Background: an optimization exercise with open tools, aiming at small area. Do not read the settings as production practice. The RTL was checked by simulation tests, not by an equivalence proof against the original design. Power and IR drop assume default switching activity.

pepper:
## MINI_LCD_WATCH
module MINI_LCD_WATCH(CLK,RESETN,
LCD_RS,LCD_RW,LCD_DATA,PIEZO,
   KEY1,KEY2,KEY3,KEY4,KEY5,KEY6,KEY7,KEY8,KEY9
);
For scale: roughly 420 cells after synthesis, about 70 flip-flops, ~22 I/O pins.
Settings: LEC_CHECK=0, CAP_MARGIN=20, CORE_MARGIN=2, CORE_UTILIZATION=80, SLEW_MARGIN=20; clock period 10.0 ns.
standard.sh (not shown) runs the stock make flow with config.mk's settings and CLKGATE_MAP_FILE= SYNTH_SCRIPT=/design/flow/synth_recipe.tcl, a recipe that flattens the netlist after the stock synthesis.
==> flow/flow/run.sh <==
#!/bin/bash
# Layout flow: the standard ORFS flow, with two changes to how the netlist is made:
#  - synthesis maps the logic with the ABC script flow/area.abc (area-oriented) instead of
#    ORFS's abc_area.script; everything else in synthesis (including the register mapping,
#    flattening and renaming in synth_recipe.tcl) is unchanged;
#  - extra ORFS make variables from flow/make_vars.txt (one NAME=VALUE per line).
# Each tool's output goes to its own log in this folder (and ORFS's logs under orfs/logs).
set -euo pipefail
W=$PWD
sed "s#log_cmd abc {\*}\$abc_args#log_cmd abc -script $W/flow/area.abc {*}[lrange \$abc_args 2 end]#" \
  "$FLOW_HOME/scripts/synth.tcl" > "$W/own_synth_core.tcl"
grep -q "flow/area.abc" "$W/own_synth_core.tcl"
sed "s#source \$::env(SCRIPTS_DIR)/synth.tcl#source $W/own_synth_core.tcl#" synth_recipe.tcl > "$W/own_synth.tcl"
grep -q "own_synth_core.tcl" "$W/own_synth.tcl"
EXTRA=()
if [[ -f flow/make_vars.txt ]]; then
  while IFS= read -r line; do [[ -n "$line" ]] && EXTRA+=("$line"); done < flow/make_vars.txt
fi
sed "s#SYNTH_SCRIPT=[^ ]*#SYNTH_SCRIPT=$W/own_synth.tcl#" standard.sh > "$W/own_standard.sh"
grep -q "own_synth.tcl" "$W/own_standard.sh"
bash "$W/own_standard.sh" finish "${EXTRA[@]}" > "$W/make_finish.log" 2>&1
==> flow/flow/area.abc <==
strash
&get -n
&deepsyn -T 60
&put
dch -f
amap -F 20 -A 30
==> flow/flow/make_vars.txt <==
ADDER_MAP_FILE=
CTS_ARGS=-sink_clustering_enable -repair_clock_nets -dont_use_dummy_load
BUFFER_PORTS_ARGS=-buffer_cell sky130_fd_sc_hd__buf_1
pepper: GPL-0301 in 3_3_place_gp -> run aborted
### pepper -> sierra
- CORE_UTILIZATION now 40, was 80
==> flow/flow/make_vars.txt <==
ADDER_MAP_FILE=
CTS_ARGS=-sink_clustering_enable -repair_clock_nets -dont_use_dummy_load -buf_list sky130_fd_sc_hd__clkbuf_16 -sink_buffer_max_cap_derate 1.0
BUFFER_PORTS_ARGS=-buffer_cell sky130_fd_sc_hd__buf_1
Findings:
- Summary of sierra over pepper: mean instance size in the synthesized netlist now sits lower; number of placement rows now sits higher; proportion of synthesized chip area in sequential cells now sits higher.
- sierra: all stages complete, timing, DRC and antenna checks passed
- Against pepper, sierra comes in about 1.2% higher on synthesized cell count.
- Of sierra and pepper, the run reporting the higher die extent in y was sierra.
- Area after synthesis was lower in sierra than in pepper.
- Relative to pepper, initial cell density of the core decreased by 44 points in sierra.
- [sierra vs pepper] post-synthesis simple-gate area fraction: lower in sierra
Relative to sierra, the following input files were edited for yarrow:
- CORE_UTILIZATION now 65, was 40
==> flow/flow/make_vars.txt <==
ADDER_MAP_FILE=
CTS_ARGS=-sink_clustering_enable -repair_clock_nets -dont_use_dummy_load
BUFFER_PORTS_ARGS=-buffer_cell sky130_fd_sc_hd__buf_1
==> notes.md <==
Summary: with sierra as the reference, routed length on met3 in yarrow moved up by more than half.
yarrow gives less total wirelength of the detailed-routed design than sierra did.
Compared to sierra, yarrow has slew at the pin with the worst max-slew slack 0.13 ns higher.
Global-route wire length before repair down 3.7% in yarrow wrt sierra
Compared with sierra, yarrow shows a detailed-route wire length per cell that is 1.1 um higher.
Taking sierra as the reference, in yarrow sequential portion of the cell area higher, final area lower, internal power lower.
Modified inputs, raven compared to yarrow
- CORE_UTILIZATION: 65 -> 40
==> notes.md <==
yarrow has a lower area growth from synthesis to final layout than raven. Between raven and yarrow, power per cell area is higher for yarrow, raven comes in under that. Proportion of power drawn by combinational gates delta (raven -> yarrow): insignificant.

MINI_LCD_WATCH, a different RTL version from the one above (not shown whole).
Size: ~490 cells after synthesis, ~72 flip-flops, ~22 I/O pins, about 3700 sq um of cells after synthesis.
Settings: LEC_CHECK=0, CAP_MARGIN=20, CORE_MARGIN=2, CORE_UTILIZATION=40, SLEW_MARGIN=20; clock period 10.0 ns.
==> flow/flow/area.abc <==
strash
&get -n
&deepsyn -T 60
&put
dch -f
amap
==> flow/flow/make_vars.txt <==
CTS_ARGS=-sink_clustering_enable -repair_clock_nets -dont_use_dummy_load -buf_list {sky130_fd_sc_hd__clkbuf_2 sky130_fd_sc_hd__clkbuf_4}
BUFFER_PORTS_ARGS=-buffer_cell sky130_fd_sc_hd__buf_1
RECOVER_POWER=100
Scripts as last shown in full above: flow/flow/run.sh
Rerun with:
==> flow/flow/make_vars.txt (replaced) <==
CTS_ARGS=-sink_clustering_enable -repair_clock_nets -dont_use_dummy_load -buf_list {sky130_fd_sc_hd__clkbuf_4} -sink_clustering_size 24 -sink_clustering_max_diameter 120
BUFFER_PORTS_ARGS=-buffer_cell sky130_fd_sc_hd__buf_1
RECOVER_POWER=100
The changed run ran to the end with no violations. Final area is unchanged. First-iteration DRC count does not change. Global-route usage is unchanged. Power stays the same. Final cell count is unchanged. Sequential cell count is unchanged. Wire length is unchanged. Critical path depth is unchanged. Maximum frequency is unchanged. Utilization is unchanged.
Rerun with:
==> flow/flow/make_vars.txt (replaced) <==
CTS_ARGS=-sink_clustering_enable -repair_clock_nets -dont_use_dummy_load
BUFFER_PORTS_ARGS=-buffer_cell sky130_fd_sc_hd__buf_1
RECOVER_POWER=100
Utilization grows by 0.62 points; count of clock-buffer cells in the layout does not change; non-clock buffer count does not change.
Rerun with:
==> flow/run.sh (new file) <==
#!/bin/bash
# synth_recipe.tcl (not shown) runs the flow's synth.tcl, then flattens the netlist and writes it again
# the make line also repeats each setting of config.mk as NAME=value (left out here)
make -C /OpenROAD-flow-scripts/flow DESIGN_CONFIG=/design/flow/config.mk WORK_HOME=/design/flow/orfs CLKGATE_MAP_FILE= SYNTH_SCRIPT=/design/flow/synth_recipe.tcl finish
Settings changed: ABC_AREA from default to 1.
removed: flow/flow/run.sh
removed: flow/flow/area.abc
removed: flow/flow/make_vars.txt
removed: flow/standard.sh
Result: The new run passed the timing, DRC and antenna checks; setup slack improves by 0.13 ns; fmax rises by 2.9%; area after synthesis went up by about 20%; global-route usage falls by 0.42 points; wire length increases by 15%; combinational power came out higher by 47%; utilization goes up by 1.5 points; non-clock buffer count is unchanged.

## what the ideal ports hide
In the flow no input, the clock included, has a driving cell. The finished layouts below were timed again as built, in two steps.
Step 1 (the two cells are an assumption about what drives the block):
set clk [get_ports {CLK}]
set_driving_cell -lib_cell sky130_fd_sc_hd__clkbuf_16 $clk
set_driving_cell -lib_cell sky130_fd_sc_hd__buf_2 [delete_from_list [all_inputs] $clk]
Step 2, shift: input delay + t, output delay - t, t = (earliest + latest rising clock arrival at the registers) / 2. This alone moves slack from input paths to output paths.
a / b / c = ideal / step 1 / step 2; a / b = the first two.
run	shift t [ns]	setup WS [ns]	latest minus earliest clock arrival (ns)	worst slew at a driven data input, ns
sierra	0.353	5.679 / 5.645 / 5.664	0.020 / 0.021	0.03
yarrow	0.368	5.504 / 5.475 / 5.492	0.018 / 0.018	0.03
raven	0.361	5.513 / 5.482 / 5.592	0.019 / 0.019	0.03
the first run of note 2	0.440	5.239 / 5.239 / 5.042	0.031 / 0.031	0.03
the second run of note 2	0.440	5.239 / 5.239 / 5.042	0.031 / 0.031	0.03
the third run of note 2	0.372	5.282 / 5.282 / 5.011	0.019 / 0.019	0.03
the fourth run of note 2	0.402	5.415 / 5.382 / 5.784	0.011 / 0.012	0.04
After both steps setup and hold are still met in every run listed. The setup slack of the third run of note 2, which loses most, moves by 0.000 ns with the drivers and by -0.271 ns with both steps.
